Source: an optimization exercise on an open RTL-to-GDS flow (aim: small area and a short achievable clock period). Production flows keep margins and buffers that such runs may drop. Only simulation tests tie the RTL to the original design; equivalence was not proved.

==> design/flow/run.sh <==
#!/bin/bash
# synth_recipe.tcl (not shown) runs the flow's synth.tcl, then flattens the netlist and writes it again
# the make line also repeats each setting of config.mk as NAME=value (left out here)
make -C /OpenROAD-flow-scripts/flow DESIGN_CONFIG=/design/flow/config.mk WORK_HOME=/design/flow/orfs CLKGATE_MAP_FILE= SYNTH_SCRIPT=/design/flow/synth_recipe.tcl finish
==> design/flow/config.mk <==
export PLATFORM = sky130hd
export DESIGN_NAME = qrs_top
export DESIGN_NICKNAME = qrs_top
export VERILOG_FILES = /design/flow/design.v
export SDC_FILE = /design/flow/constraint.sdc
export NUM_CORES = 4
export LEC_CHECK = 0
export CAP_MARGIN = 20
export CORE_MARGIN = 2
export CORE_UTILIZATION = 40
export SLEW_MARGIN = 20
==> design/flow/constraint.sdc <==
create_clock -name core_clock -period 36.0 [get_ports {clk}]
set_input_delay 7.2000 -clock core_clock [delete_from_list [all_inputs] [get_ports {clk}]]
set_output_delay 7.2000 -clock core_clock [all_outputs]
set_load 0.01 [all_outputs]
==> design/flow/design.v <==
module fir_lpf (
    input         clk,
    input         reset,
    input         enable,
    input  [31:0] out_ecg,
    output [31:0] q
);
    reg  signed [31:2] d0;
    reg         [31:1] r3, r2;
    reg         [31:0] qr;
    assign q = qr;
    wire signed [31:0] x  = out_ecg;
    wire signed [31:0] y  = {d0, 2'b00};
    wire        [31:0] y2 = y >>> 2;
    wire        [31:0] y3 = y >>> 3;
    wire        [31:0] y4 = y >>> 4;
    wire        [31:0] y6 = y >>> 6;
    wire [30:0] r3n, r2n;
    rca #(31) a3 (.a(y2[30:0]), .b(y6[30:0]), .ci(1'b0), .s(r3n), .co());
    wire [30:0] c2s = r3 ^ y3[30:0] ^ y6[30:0];
    wire [30:0] c2c = (r3 & y3[30:0]) | (r3 & y6[30:0]) | (y3[30:0] & y6[30:0]);
    rca #(31) a2 (.a(c2s), .b({c2c[29:0], 1'b0}), .ci(1'b0), .s(r2n), .co());
    wire [31:0] r2w = {r2, 1'b0};
    wire [31:0] c1s = r2w ^ y4 ^ y6;
    wire [31:0] c1c = (r2w & y4) | (r2w & y6) | (y4 & y6);
    wire [31:0] r1;
    rca #(32) a1 (.a(c1s), .b({c1c[30:0], 1'b0}), .ci(1'b0), .s(r1), .co());
    wire [31:0] x5 = x >>> 5;
    wire [31:0] qn = r1 + x5;
    always @(posedge clk or posedge reset) begin
        if (reset) begin
            d0 <= 30'd0;
            r3 <= 31'd0;
            r2 <= 31'd0;
            qr <= 32'd0;
        end else if (enable) begin
            d0 <= out_ecg[31:2];
            r3 <= r3n;
            r2 <= r2n;
            qr <= qn;
        end
    end
endmodule
module rca #(parameter N = 8) (
    input  [N-1:0] a,
    input  [N-1:0] b,
    input          ci,
    output [N-1:0] s,
    output         co
);
    wire [N:0] c;
    assign c[0] = ci;
    genvar i;
    generate
        for (i = 0; i < N; i = i + 1) begin : bit_
            assign s[i]   = a[i] ^ b[i] ^ c[i];
            assign c[i+1] = (a[i] & b[i]) | (c[i] & (a[i] ^ b[i]));
        end
    endgenerate
    assign co = c[N];
endmodule
module wavelet_decomposer (
    input             clk,
    input             rst,
    input             enable,
    input      [31:0] q,
    output reg [15:0] D1,
    output     [15:0] D2,
    output     [15:0] D3,
    output     [15:0] D4
);
    wire [15:0] a = q[31:16];
    wire [15:0] b = q[15:0];
    wire        [16:0] s0 = a + b;
    wire        [23:0] u1 = {s0, 6'd0} + {s0, 3'd0} + {s0, 1'b0} + s0;
    wire        [16:0] s1n = u1[23:13] + {u1[12:0], 3'b000};
    wire        [16:0] e0  = {1'b0, b} - {1'b0, a};           
    wire        [23:0] e0x = {{7{e0[16]}}, e0};
    wire        [23:0] e75 = {e0x[17:0], 6'd0} + {e0x[20:0], 3'd0} + {e0x[22:0], 1'b0} + e0x;
    wire        [15:0] d1n = {a[14:0], 1'b0} + {{5{e75[23]}}, e75[23:13]};
    reg [15:0] d1q;
    reg [16:0] s1;
    wire [16:0] s2, s3, s4_unused;
    wire [10:0] d2n, d3n, d4n;
    wavelet_level l2 (.s(s1), .s_next(s2),        .d(d2n));
    wavelet_level l3 (.s(s2), .s_next(s3),        .d(d3n));
    wavelet_level l4 (.s(s3), .s_next(s4_unused), .d(d4n));
    reg [10:0] d2r, d3r, d4r;
    assign D2 = {5'd0, d2r};
    assign D3 = {5'd0, d3r};
    assign D4 = {5'd0, d4r};
    always @(posedge clk or posedge rst) begin
        if (rst) begin
            d1q <= 16'd0;
            s1  <= 17'd0;
        end else if (enable) begin
            d1q <= d1n;
            s1  <= s1n;
        end
    end
    always @(posedge clk or posedge rst) begin
        if (rst) begin
            D1  <= 16'd0;
            d2r <= 11'd0;
            d3r <= 11'd0;
            d4r <= 11'd0;
        end else begin
            D1  <= d1q;
            d2r <= d2n;
            d3r <= d3n;
            d4r <= d4n;
        end
    end
endmodule
module wavelet_level (
    input  [16:0] s,
    output [16:0] s_next,
    output [10:0] d
);
    wire        [22:0] u  = {s, 6'd0} + {s, 3'd0} + {s, 1'b0} + s;
    wire        [9:0]  hi = u[22:13];
    wire        [12:0] lo = u[12:0];
    assign s_next = hi + {lo, 3'b000};
    wire        [16:0] e   = {1'b0, lo, 3'b000} - {7'd0, hi};   
    wire        [23:0] ex  = {{7{e[16]}}, e};
    wire        [23:0] e75 = {ex[17:0], 6'd0} + {ex[20:0], 3'd0} + {ex[22:0], 1'b0} + ex;
    assign d = {hi, 1'b0} + e75[23:13];
endmodule
module noise_detector (
    input             clk,
    input             reset,
    input      [15:0] D1,
    input      [15:0] Tn,
    output reg        Select
);
    reg [1:0] acc;
    reg [3:0] count;
    reg       cmp;
    always @(posedge clk or posedge reset) begin
        if (reset) begin
            acc    <= 2'd0;
            count  <= 4'd0;
            cmp    <= 1'b0;
            Select <= 1'b0;
        end else begin
            cmp <= (D1 > Tn);
            if (acc == 2'd3) begin
                acc   <= 2'd0;
                count <= count + 4'd1;
            end else if (cmp) begin
                acc <= acc + 2'd1;
            end
            Select <= (count >= 4'd9);
        end
    end
endmodule
module SignalMultiplier (
    input  [15:0] D1,
    input  [15:0] D2,
    input  [15:0] D3,
    input  [15:0] D4,
    input         Select,
    output [31:0] MPavg
);
    wire [15:0] m1 = Select ? D3 : D1;
    wire [10:0] m2 = Select ? D4[10:0] : D2[10:0];
    wire [26:0] p  = m1 * m2;
    wire [30:0] q  = Select ? ({p, 1'b0} + p) : ({p, 3'b000} + p);
    assign MPavg = {4'd0, q[30:3]};
endmodule
module AdaptiveThreshold (
    input  [15:0] Vt1, Vt2, Vt3, Vt4,
    input  [31:0] MPavg,
    output        Out
);
    wire [15:0] sum     = Vt1 + Vt2 + Vt3 + Vt4;
    wire [15:0] lambda1 = {2'b00, sum[15:2]} + 16'd8;
    wire [15:0] l3a     = lambda1 + {1'b0, lambda1[15:1]};
    wire [15:0] l3b     = {Vt1[14:0], 1'b0} - lambda1;
    wire        found   = (MPavg > 32'd500);
    wire [15:0] lambda3 = found ? l3a : l3b;
    assign Out = (MPavg > {16'd0, lambda3});
endmodule
module qrs_top (
    input         clk,
    input         rst,
    input         enable,
    input  [31:0] ecg_in,
    input  [15:0] Tn,
    input  [15:0] Vt1,
    input  [15:0] Vt2,
    input  [15:0] Vt3,
    input  [15:0] Vt4,
    output [15:0] D1,
    output [15:0] D2,
    output [15:0] D3,
    output [15:0] D4,
    output        Select,
    output [31:0] MPavg,
    output        FinalOut
);
    wire [31:0] fq;
    fir_lpf lpf (
        .clk(clk),
        .reset(rst),
        .enable(enable),
        .out_ecg(ecg_in),
        .q(fq)
    );
    wavelet_decomposer wavelet (
        .clk(clk),
        .rst(rst),
        .enable(enable),
        .q(fq),
        .D1(D1),
        .D2(D2),
        .D3(D3),
        .D4(D4)
    );
    noise_detector noise (
        .clk(clk),
        .reset(rst),
        .D1(D1),
        .Tn(Tn),
        .Select(Select)
    );
    SignalMultiplier signal (
        .D1(D1),
        .D2(D2),
        .D3(D3),
        .D4(D4),
        .Select(Select),
        .MPavg(MPavg)
    );
    AdaptiveThreshold adaptive (
        .Vt1(Vt1),
        .Vt2(Vt2),
        .Vt3(Vt3),
        .Vt4(Vt4),
        .MPavg(MPavg),
        .Out(FinalOut)
    );
endmodule
==> run summary, run 1 <==
max-cap viol count=0; critical path data required time=28800 ps; max-slew violation count=0; Worst setup EP type=output pin; via count=31.5k; total CTS buffers=26; Final Wtd Congestion=0.918; Area growth syn-to-layout=10.2%; row count=118; root buf cell=clkbuf_16; post-synthesis sequential area ratio=12.8%; PostCTS Resize Cnt=0; CTS tree=yes; number of global-route vias before repair=32.3k; nets=5994; Yosys warnings=3; vias per cell=5.12; Mapped Area=41900 sq um; maximum clock rate=0.0456 GHz; largest net degree at the start of global routing=100; Wirelength per Cell=16.4 um; Worst-Skew Late Latency=580 ps; status=no timing/DRC/antenna violations; Mean Syn Cell Area=9.11 sq um; ys flop type=dfrtp_1; Final period util=60.9%; RSZ-0062 raised after global routing=false; Worst EP arrival=14740 ps; Routed Antenna Nets=0; WL final=101 mm; clock transition at the registers of the reported paths=50 ps; clk buf depth=3; setup bufs post-CTS=0; post-detail-place hpwl=87.7 mm; antenna violations before repair=5; Post-Syn Instances=4602; FF+latch count, synth=214; die width=328 um; Final setup viols=0; hold buffer count at CTS=0; Final Skew=10.1 ps; Post-Route Setup TNS=0 ps; I/O pins=213; DRT Pass-1 Iters=5; grt ovf=0; Cell variety after synth=93; Post-synth EDFFs=0; CP max FO=4; Design Area, Final=46200 sq um; fraction of layout cells with a size suffix above 1=4.08%; DIE HEIGHT=328 um; DRC errors left=0; first-pass GRT wire length=167 mm; Final Hold Fails=0; number of H-tree levels=1; Post-DP Area=45300 sq um; asr flop ratio synth=100%; Rel. slew slack=26.4%; Initial Utilization=40.4%; CP Class=in -> out; GRT Resource Usage Total=19.2%; fin crit period=21940 ps; IO Port Bufs=191; initial drt markers=1740; core area=104000 sq um; Clock Sinks=214; Worst-Margin Slew=1070 ps; Die Area=107000 sq um; critical path startpoint category=primary input; Antenna diodes=0; Worst Hold Class=reg -> reg
[layer usage]
layer,share of wire [%],global-route usage (%),wire length (um)
met1,46,26.2,46800
met2,47,32.6,47700
met3,4.3,2.43,4380
met4,2.3,4.34,2370
met5,0.057,0,58
[layout by cell type, fill, tap and decap left out, types with 11 or more instances in the layout]
| cell type | n |
|---|---|
| clkbuf_16 | 26 |
| inv_1 | 735 |
| o21a_1 | 40 |
| and3_1 | 26 |
| dfrtp_1 | 213 |
| a21boi_0 | 23 |
| nand2_1 | 302 |
| nor2b_1 | 56 |
| xor2_1 | 130 |
| mux2i_1 | 43 |
| nor2_1 | 277 |
| buf_4 | 17 |
| and2_1 | 43 |
| o21ai_0 | 210 |
| nand2b_1 | 52 |
| a211o_1 | 12 |
| ha_1 | 608 |
| xnor2_1 | 275 |
| or3_1 | 32 |
| a21oi_1 | 260 |
| mux2_2 | 79 |
| a31oi_1 | 14 |
| nor3_1 | 61 |
| o211ai_1 | 15 |
| clkdlybuf4s50_1 | 190 |
| conb_1 | 19 |
| nand3_1 | 58 |
| o41ai_1 | 11 |
| fa_1 | 507 |
| o21bai_1 | 64 |
| nand4_1 | 24 |
| a211oi_1 | 26 |
| or2_2 | 21 |
| o31ai_1 | 12 |
| a21o_1 | 114 |
[final cells by class]
type	count	area (sq um)
fill	10200	57500
sequential	214	5360
clock inverter	8	96.3
tap	1380	1730
timing repair buffer	208	2040
multi-input combinational	3577	33400
inverter	737	2770
clock buffer	37	752
[synth_stat cells (19+ instances only)]
cell | n | area (sq um)
buf_4 | 19 | 143
fa_1 | 507 | 10100
xor2_1 | 130 | 1140
a21boi_0 | 23 | 173
a21oi_1 | 260 | 1300
nor2_1 | 277 | 1040
nor3_1 | 61 | 305
and3_1 | 26 | 163
o21a_1 | 40 | 300
xnor2_1 | 275 | 2410
nor2b_1 | 56 | 350
inv_1 | 736 | 2760
clkbuf_1 | 62 | 233
a211oi_1 | 26 | 195
nand2_1 | 302 | 1130
dfrtp_1 | 214 | 5360
and2_1 | 43 | 269
o21bai_1 | 64 | 480
mux2_2 | 79 | 890
ha_1 | 608 | 7610
or2_2 | 21 | 131
mux2i_1 | 44 | 440
nand3_1 | 58 | 290
a21o_1 | 114 | 856
nand2b_1 | 52 | 325
or3_1 | 32 | 200
o21ai_0 | 210 | 1050
nand4_1 | 24 | 150
[worst max-delay path: stages]
cell             delay, ps
clkdlybuf4s50_1        470
fa_1                   590
fa_1                   480
ha_1                   310
and4b_1                200
o211ai_1               240
a21oi_1                140
o31a_1                 280
o41ai_1                520
o21ai_0                230
or3_1                  460
nor3_1                 340
xor2_1                 300
inv_1                   80
ha_1                   230
a2111oi_0              610
o31ai_1                170
a21oi_1                200
xnor2_1                140
mux2i_1                110
ha_1                   310
a21o_1                 160
a21oi_1                130
o21ai_0                100
o41ai_1                 80
nand3_1                120
clkdlybuf4s50_1        560
[cells by family after synthesis]
kind of cell	after synthesis	share of synthesized area (%)
other	1	0.00895
AND/OR/NAND/NOR	1000	11.4
AO/OA/AOI/OAI	909	14.0
buffers and inverters	829	7.62
multiplexers	124	3.21
flip-flops	214	12.8
XOR/XNOR	409	8.65
adder cells (fa/ha/maj)	1116	42.4
[metrics by stage]
stage | utilization [%] | hold WS [ps] | instances | setup WS, ps
6_report | 44.6 | 371 | 6161 | 14060
5_1_grt | 44.6 | 376 | 6161 | 12460
4_1_cts | 44.5 | 371 | 6160 | 13940
3_5_place_dp | 43.7 | 359 | 6115 | 13980
3_3_place_gp | 43.7 | 355 | 6115 | 14000
2_1_floorplan | - | 350 | 4620 | 15840
[worst paths after layout]
path / startpoint / endpoint / slack [ps] / cells after the start
max: Vt1[2] / FinalOut / 14060 / 27
min: wavelet.d1q[0] / wavelet.D1[0] / 370 / 0
max reg2reg: wavelet.s1[0] / wavelet.d4r[10] / 14440 / 97
min reg2reg: wavelet.d1q[0] / wavelet.D1[0] / 370 / 0
max in group asynchronous: rst / noise.Select / 26650 / 4
min in group asynchronous: rst / wavelet.d4r[3] / 7100 / 2
[sequential cells by signal, indices dropped and copies added (netlist names)]
signal and cells:
noise.cmp 1, lpf.qr 32, wavelet.d2r 11, lpf.d0 30, lpf.r2 31, wavelet.d1q 16, wavelet.D1 16, noise.count 4
wavelet.d4r 11, noise.Select 1, noise.acc 2, lpf.r3 31, wavelet.d3r 11, wavelet.s1 17
==> run 2: changes to the inputs <==
--- a/design/flow/design.v
+++ b/design/flow/design.v
@@ -167,3 +167,3 @@
     wire [26:0] p  = m1 * m2;
-    wire [30:0] q  = Select ? ({p, 1'b0} + p) : ({p, 3'b000} + p);
+    wire [30:0] q  = {4'd0, p} + (Select ? {3'd0, p, 1'b0} : {1'b0, p, 3'b000});
     assign MPavg = {4'd0, q[30:3]};
@@ -175,9 +175,11 @@
 );
-    wire [15:0] sum     = Vt1 + Vt2 + Vt3 + Vt4;
-    wire [15:0] lambda1 = {2'b00, sum[15:2]} + 16'd8;
-    wire [15:0] l3a     = lambda1 + {1'b0, lambda1[15:1]};
-    wire [15:0] l3b     = {Vt1[14:0], 1'b0} - lambda1;
-    wire        found   = (MPavg > 32'd500);
-    wire [15:0] lambda3 = found ? l3a : l3b;
-    assign Out = (MPavg > {16'd0, lambda3});
+    wire [15:0] sum = Vt1 + Vt2 + Vt3 + Vt4;
+    wire [13:0] m   = sum[15:2];
+    wire [15:0] mp  = MPavg[15:0];
+    wire [17:0] ta  = {2'b00, mp} - {4'd0, m} - {5'd0, m[13:1]} - 18'd13;
+    wire        gta = ~ta[17];
+    wire [15:0] l3b = {Vt1[14:0], 1'b0} - {2'b00, m} - 16'd8;
+    wire        gtb = mp > l3b;
+    wire found = (MPavg > 32'd500);
+    assign Out = (MPavg[31:16] != 16'd0) | (found ? gta : gtb);
 endmodule
--- a/design/flow/config.mk
+++ b/design/flow/config.mk
@@ -9,3 +9,3 @@
 export CORE_MARGIN = 2
-export CORE_UTILIZATION = 40
+export CORE_UTILIZATION = 65
 export SLEW_MARGIN = 20
==> run 2 against run 1 <==
Still clean on timing, DRC and antenna. Critical path depth grew 5. Routed wire length shrank 3.1%. Hold slack is essentially flat. Global-route usage grew 11 points. Design area shrank 2.6%. Via count shrank 2.1%. Critical endpoint unchanged. Largest cell class unchanged. Highest routed layer unchanged.
==> run summary, run 2 <==
asr flop ratio synth=100% (unchanged); Worst EP arrival=15040 ps (was 14740 ps); R2R depth=84 (was 97); Mapped Area=41200 sq um (was 41900 sq um); critical path startpoint category=primary input (unchanged); count leader, synth=inv_1 (unchanged); CP max FO=4 (unchanged); Mean Syn Cell Area=9.24 sq um (was 9.11 sq um); first-pass GRT wire length=161 mm (was 167 mm); Final Hold Fails=0 (unchanged); Post-synth top cells=786 x inv_1, 616 x ha_1, 503 x fa_1 (was 736 x inv_1, 608 x ha_1, 507 x fa_1); Biggest register=lpf.qr (unchanged); max-slew violation count=0 (unchanged); Worst setup EP type=output pin (unchanged); Worst-Skew Late Latency=600 ps (was 580 ps); Synth top area share=24.4% (was 24.2%); top flop regs=lpf.qr (32), lpf.r2 (31), lpf.r3 (31) (unchanged); vias per cell=5.61 (was 5.12); Wirelength per Cell=17.9 um (was 16.4 um); Critical Path Max Stage Delay=670 ps (was 610 ps); R2R Setup Slk=15380 ps (was 14440 ps); DIE HEIGHT=256 um (was 328 um); Worst Hold Class=reg -> reg (unchanged); final cell count without fillers=5499 (was 6161); maximum clock rate=0.0450 GHz (was 0.0456 GHz); Cell variety after synth=103 (was 93); core area=62900 sq um (was 104000 sq um); clk buf depth=3 (unchanged); RR Endpoint=wavelet.d4r[10] (unchanged); FF+latch count, synth=214 (unchanged); DRT Pass-1 Iters=6 (was 5); IO Port Bufs=191 (unchanged); Final Skew=32.2 ps (was 10.1 ps); Initial Utilization=65.5% (was 40.4%); die width=256 um (was 328 um); max-cap viol count=0 (unchanged); antenna violations before repair=3 (was 5); WL final=98.2 mm (was 101 mm); Yosys warnings=3 (unchanged); Hold Path Depth=0 (unchanged); top post-synthesis cells by area=fa_1 24%, ha_1 19%, dfrtp_1 13%, inv_1 7.2%, xnor2_1 5.5% (was fa_1 24%, ha_1 18%, dfrtp_1 13%, inv_1 6.6%, xnor2_1 5.7%); Final Wtd Congestion=0.941 (was 0.918); hold buffer count at CTS=0 (unchanged); Post-Syn Instances=4459 (was 4602); CP startpoint=Vt1[0] (was Vt1[2]); CP most frequent cell=a21oi_1; Synth area leader=fa_1 (unchanged); Final period util=61.8% (was 60.9%); critical path data required time=28800 ps (about the same); Top Family by Delay on Critical Path=compound AO/OA/AOI/OAI gates (unchanged); fraction of layout cells with a size suffix above 1=4.88% (was 4.08%); Worst-Margin Slew=955 ps (was 1070 ps); Antenna diodes=0 (unchanged); Routed Antenna Nets=0 (unchanged); CP Class=in -> out (unchanged); total CTS buffers=27 (was 26); Post-synth EDFFs=0 (unchanged); grt ovf=0 (unchanged); Area growth syn-to-layout=9.19% (was 10.2%); initial drt markers=1785 (was 1740); worst path bufs/invs=5 (was 3); number of global-route vias before repair=30.8k (was 32.3k); via count=30.9k (was 31.5k); GRT Resource Usage Total=30.6% (was 19.2%); status=no timing/DRC/antenna violations (unchanged); Die Area=65400 sq um (was 107000 sq um); post-detail-place hpwl=83.2 mm (was 87.7 mm); Final setup viols=0 (unchanged); root buf cell=clkbuf_16 (unchanged); clock transition at the registers of the reported paths=70 ps (was 50 ps); DRC errors left=0 (unchanged); CTS tree=yes (unchanged); Reg2Reg Launch Point=wavelet.s1[0] (unchanged); placed cell count=5449 (was 6115); number of H-tree levels=1 (unchanged); I/O pins=213 (unchanged); Slowest-stage cell, CP=or4b_2 (was a2111oi_0); post-synthesis sequential area ratio=13.0% (was 12.8%); setup bufs post-CTS=0 (unchanged); number of flip-flops under the largest register name=32 (unchanged); ys flop type=dfrtp_1 (unchanged); PostCTS Resize Cnt=0 (unchanged); crit path capture=FinalOut (unchanged); row count=92 (was 118); fin crit period=22240 ps (was 21940 ps); Crit path depth=32 (was 27); Post-Route Setup TNS=0 ps (unchanged); RSZ-0062 raised after global routing=false (unchanged); nets=5866 (was 5994); largest net degree at the start of global routing=88 (was 100); Clock Sinks=214 (unchanged); most frequent cells in the layout=785 x inv_1, 616 x ha_1, 503 x fa_1 (was 735 x inv_1, 608 x ha_1, 507 x fa_1); most common cell after layout, fill and taps aside=inv_1 (unchanged); Rel. slew slack=34.7% (was 26.4%)
-- run 2: changes by cell type in the layout (fill, tap and decap cells not counted), sizes merged, moves of 8 or more --
| cell | previous run | this run |
|---|---|---|
| mux2i | 45 | 21 |
| a31oi | 14 | 28 |
| inv | 736 | 794 |
| xnor2 | 276 | 265 |
| ha | 608 | 616 |
| a21boi | 25 | 10 |
| nor2 | 277 | 226 |
| nand4 | 25 | 13 |
| o21bai | 64 | 54 |
| nand2 | 302 | 279 |
| o41ai | 11 | 3 |
| a21oi | 262 | 251 |
-- run 2: metrics by stage --
stage	hold slack [ps]	setup WS (ps)	util, %	instance area, sq um
after floorplan	350	15470	-	41300
after global placement	358	13810	70.0	44000
after detailed placement	362	13760	70.0	44000
after CTS	375	13740	71.6	45000
after global routing	382	13150	71.6	45000
final	371	13760	71.6	45000
-- run 2: how the worst min path moves through the flow --
stage                               start        endpoint  slack, ps
final                     wavelet.d1q[15]  wavelet.D1[15]        370
after global routing      wavelet.d1q[14]  wavelet.D1[14]        380
after CTS                 wavelet.d1q[14]  wavelet.D1[14]        370
after detailed placement   wavelet.d1q[6]   wavelet.D1[6]        360
after global placement     wavelet.d1q[8]   wavelet.D1[8]        360
after floorplan           wavelet.d1q[10]  wavelet.D1[10]        350
-- run 2: kinds of logic (layout without fill, tap and decap cells) --
group,count (synthesis),in the layout,synth area share (%)
compound gates,855,855,13.5
fa+ha+maj,1124,1124,43.3
buf+inv,873,1049,8.18
flops,214,214,13.0
other cells,1,19,0.00910
xor+xnor,396,396,8.80
simple gates,889,889,10.4
mux,107,107,2.86
-- run 2: area by class of cell --
type	instances	area [sq um]
Inverter	789	2970
Timing Repair Buffer	210	2060
Fill cell	5015	17900
Tap cell	846	1060
Clock inverter	17	274
Multi-Input combinational cell	3390	32500
Sequential cell	214	5360
Clock buffer	33	728
-- run 2: metal layers --
layer  part of all wire, %  up-vias  GRT usage (%)  wire [um]
met1                    44    15000           41.7      43100
met5                 0.028        -              0         27
li1                      -    15100              -          -
met3                   5.1      120           3.95       4990
met4                   2.4        4           7.08       2320
met2                    49      679           52.1      47700
==> run 3: changes to the inputs <==
--- a/design/flow/config.mk
+++ b/design/flow/config.mk
@@ -7,2 +7,3 @@
 export LEC_CHECK = 0
+export ABC_AREA = 1
 export CAP_MARGIN = 20
==> run 3 against run 2 <==
Via count is 18% higher. Critical path type unchanged. Largest cell class unchanged. Critical endpoint unchanged. Synthesized area is 5.3% higher. Non-clock buffer count is 2 lower. Register-to-register slack better by 1900 ps.
==> run summary, run 3 <==
core area=66000 sq um (was 62900 sq um); Rel. slew slack=36.9% (was 34.7%); Routed Antenna Nets=0 (unchanged); most frequent cells in the layout=1148 x inv_1, 1131 x nand2_1, 616 x ha_1 (was 785 x inv_1, 616 x ha_1, 503 x fa_1); Worst Hold Class=reg -> reg (unchanged); Slowest-stage cell, CP=clkdlybuf4s50_1 (was or4b_2); max-cap viol count=0 (unchanged); via count=36.5k (was 30.9k); Mean Syn Cell Area=7.74 sq um (was 9.24 sq um); Worst setup EP type=output pin (unchanged); placed cell count=6618 (was 5449); setup bufs post-CTS=0 (unchanged); Die Area=68800 sq um (was 65400 sq um); worst slack, placed=14630 ps (was 13760 ps); first-pass GRT wire length=178 mm (was 161 mm); Post-synth EDFFs=0 (unchanged); Final period util=59.5% (was 61.8%); R2R depth=89 (was 84); Critical Path Max Stage Delay=560 ps (was 670 ps); critical path data required time=28800 ps (about the same); largest net degree at the start of global routing=142 (was 88); asr flop ratio synth=100% (unchanged); Antenna diodes=0 (unchanged); post-synthesis sequential area ratio=12.3% (was 13.0%); root buf cell=clkbuf_16 (unchanged); initial drt markers=2346 (was 1785); Clock Sinks=214 (unchanged); most common cell after layout, fill and taps aside=inv_1 (unchanged); PostCTS Resize Cnt=0 (unchanged); ys flop type=dfrtp_1 (unchanged); Yosys warnings=3 (unchanged); DIE HEIGHT=262 um (was 256 um); status=no timing/DRC/antenna violations (unchanged); row count=94 (was 92); I/O pins=213 (unchanged); Post-Route Setup TNS=0 ps (unchanged); hold buffer count at CTS=0 (unchanged); number of flip-flops under the largest register name=32 (unchanged); Cell variety after synth=68 (was 103); Biggest register=lpf.qr (unchanged); Worst-Margin Slew=946 ps (was 955 ps); final cell count without fillers=6667 (was 5499); clock transition at the registers of the reported paths=60 ps (was 70 ps); critical path startpoint category=primary input (unchanged); CP max FO=4 (unchanged); WL final=106 mm (was 98.2 mm); Area growth syn-to-layout=8.37% (was 9.19%); post-detail-place hpwl=91.0 mm (was 83.2 mm); RSZ-0062 raised after global routing=false (unchanged); CP Class=in -> out (unchanged); number of global-route vias before repair=35.9k (was 30.8k); Final setup viols=0 (unchanged); IO Port Bufs=191 (unchanged); fillers=5519 (was 5015); maximum clock rate=0.0467 GHz (was 0.0450 GHz); Final Skew=15.0 ps (was 32.2 ps); vias per cell=5.47 (was 5.61); fraction of layout cells with a size suffix above 1=3.15% (was 4.88%); Final Wtd Congestion=0.972 (was 0.941); Final Hold Fails=0 (unchanged); grt ovf=0 (unchanged); Hold Path Depth=0 (unchanged); fin crit period=21410 ps (was 22240 ps); max-slew violation count=0 (unchanged); Synth area leader=fa_1 (unchanged); CTS tree=yes (unchanged); Worst-Skew Late Latency=570 ps (was 600 ps); FF+latch count, synth=214 (unchanged); Post-Syn Instances=5609 (was 4459); final worst slack=14590 ps (was 13760 ps); total CTS buffers=26 (was 27); Synth top area share=23.2% (was 24.4%); Mapped Area=43400 sq um (was 41200 sq um); top post-synthesis cells by area=fa_1 23%, ha_1 18%, dfrtp_1 12%, inv_1 9.9%, nand2_1 9.8% (was fa_1 24%, ha_1 19%, dfrtp_1 13%, inv_1 7.2%, xnor2_1 5.5%); GRT Resource Usage Total=31.5% (was 30.6%); nets=7017 (was 5866); antenna violations before repair=0 (was 3); Wirelength per Cell=16.0 um (was 17.9 um); DRC errors left=0 (unchanged); clk buf depth=3 (unchanged); top flop regs=lpf.qr (32), lpf.r2 (31), lpf.r3 (31) (unchanged); Worst EP arrival=14210 ps (was 15040 ps); DRT Pass-1 Iters=6 (unchanged); Initial Utilization=65.8% (was 65.5%); number of H-tree levels=1 (unchanged); CP most frequent cell=nand2_1 (was a21oi_1); Post-synth top cells=1150 x inv_1, 1131 x nand2_1, 616 x ha_1 (was 786 x inv_1, 616 x ha_1, 503 x fa_1); die width=262 um (was 256 um); count leader, synth=inv_1 (unchanged)
## run 3: cell types whose count changed after synthesis, moves of 112 or more
cell / delta
a21oi_1: +116
xor2_1: +112
nand2_1: +854
inv_1: +364
nand3_1: +151
xnor2_1: -188
## run 3: final timing paths
check                                 endpoint            from  slack [ps]
worst max-delay path                  FinalOut          Vt1[1]       14590
worst min-delay path             wavelet.D1[3]  wavelet.d1q[3]         380
worst max register to register  wavelet.d4r[9]   wavelet.s1[0]       17320
worst min register to register   wavelet.D1[3]  wavelet.d1q[3]         380
max in group asynchronous       noise.count[0]             rst       27290
min in group asynchronous       wavelet.s1[15]             rst        7120
## run 3: logic make-up after synthesis
family / share of synthesized area (%)
flops: 12.3
other cells: 0.00864
simple gates: 17.9
xor+xnor: 6.71
buf+inv: 10.9
compound gates: 11.1
mux: 0.0260
fa+ha+maj: 41.0
## run 3: stage by stage
stage	instance area, sq um	hold slack, ps	util (%)
6_report	47000	375	71.3
3_5_place_dp	46200	359	70.0
2_1_floorplan	43500	354	-
5_1_grt	47000	383	71.3
4_1_cts	47000	373	71.2
3_3_place_gp	46200	359	70.0
## run 3: cell type report
cell class	instances	area (sq um)	share of cell area [%]
Clock buffer	30	676	1.44
Clock inverter	18	119	0.253
Inverter	1162	4370	9.29
Multi-Input combinational cell	4171	33400	70.9
Sequential cell	214	5360	11.4
Tap cell	864	1080	2.30
Timing Repair Buffer	208	2060	4.38
## run 3: worst max-delay path: cells and delay by family
| kind | cells | cell delay [ps] |
|---|---|---|
| AOI/OAI and AO/OA | 9 | 1440 |
| xor gates and xnor gates | 2 | 430 |
| adders and majority gates | 6 | 2180 |
| buffers and inverters | 5 | 1290 |
| and+or+nand+nor | 15 | 1660 |
## run 3: metal layers
metal  global-route usage [%]  routed length [um]
met1                     44.8               48800
met2                     52.7               49600
met3                     3.50                6070
met4                     5.68                1910
met5                        0                   0

-- port drivers added, routing unchanged --
The flow's constraints put no driver on any port. The routed layouts listed below were extracted and timed again, unchanged, in two steps.
Step 1 assumes that a clkbuf_16 drives the clock port and a buf_2 every other input.
Step 2 times the ports against the registers' clock, not the clock port: input delays grow and output delays shrink by t, the midpoint of the rising clock arrivals with the driver on.
Slacks: no drivers / after step 1 / after step 2; pairs: no drivers / after step 1.
run	shift t [ns]	slack for setup (ns)	hold slack, ns	latest minus earliest clock arrival (ns)	slew at the worst register clock pin (ns)
run 1	0.642	14.064 / 14.042 / 14.042	0.371 / 0.371 / 0.371	0.020 / 0.020	0.06 / 0.06
run 2	0.651	13.755 / 13.730 / 13.730	0.371 / 0.371 / 0.371	0.035 / 0.036	0.07 / 0.07
run 3	0.631	14.589 / 14.563 / 14.563	0.375 / 0.375 / 0.375	0.022 / 0.022	0.07 / 0.07
After both steps every run listed still meets setup and hold. The setup slack of run 3, which loses most, moves by -0.026 ns with the drivers and by -0.026 ns with both steps.
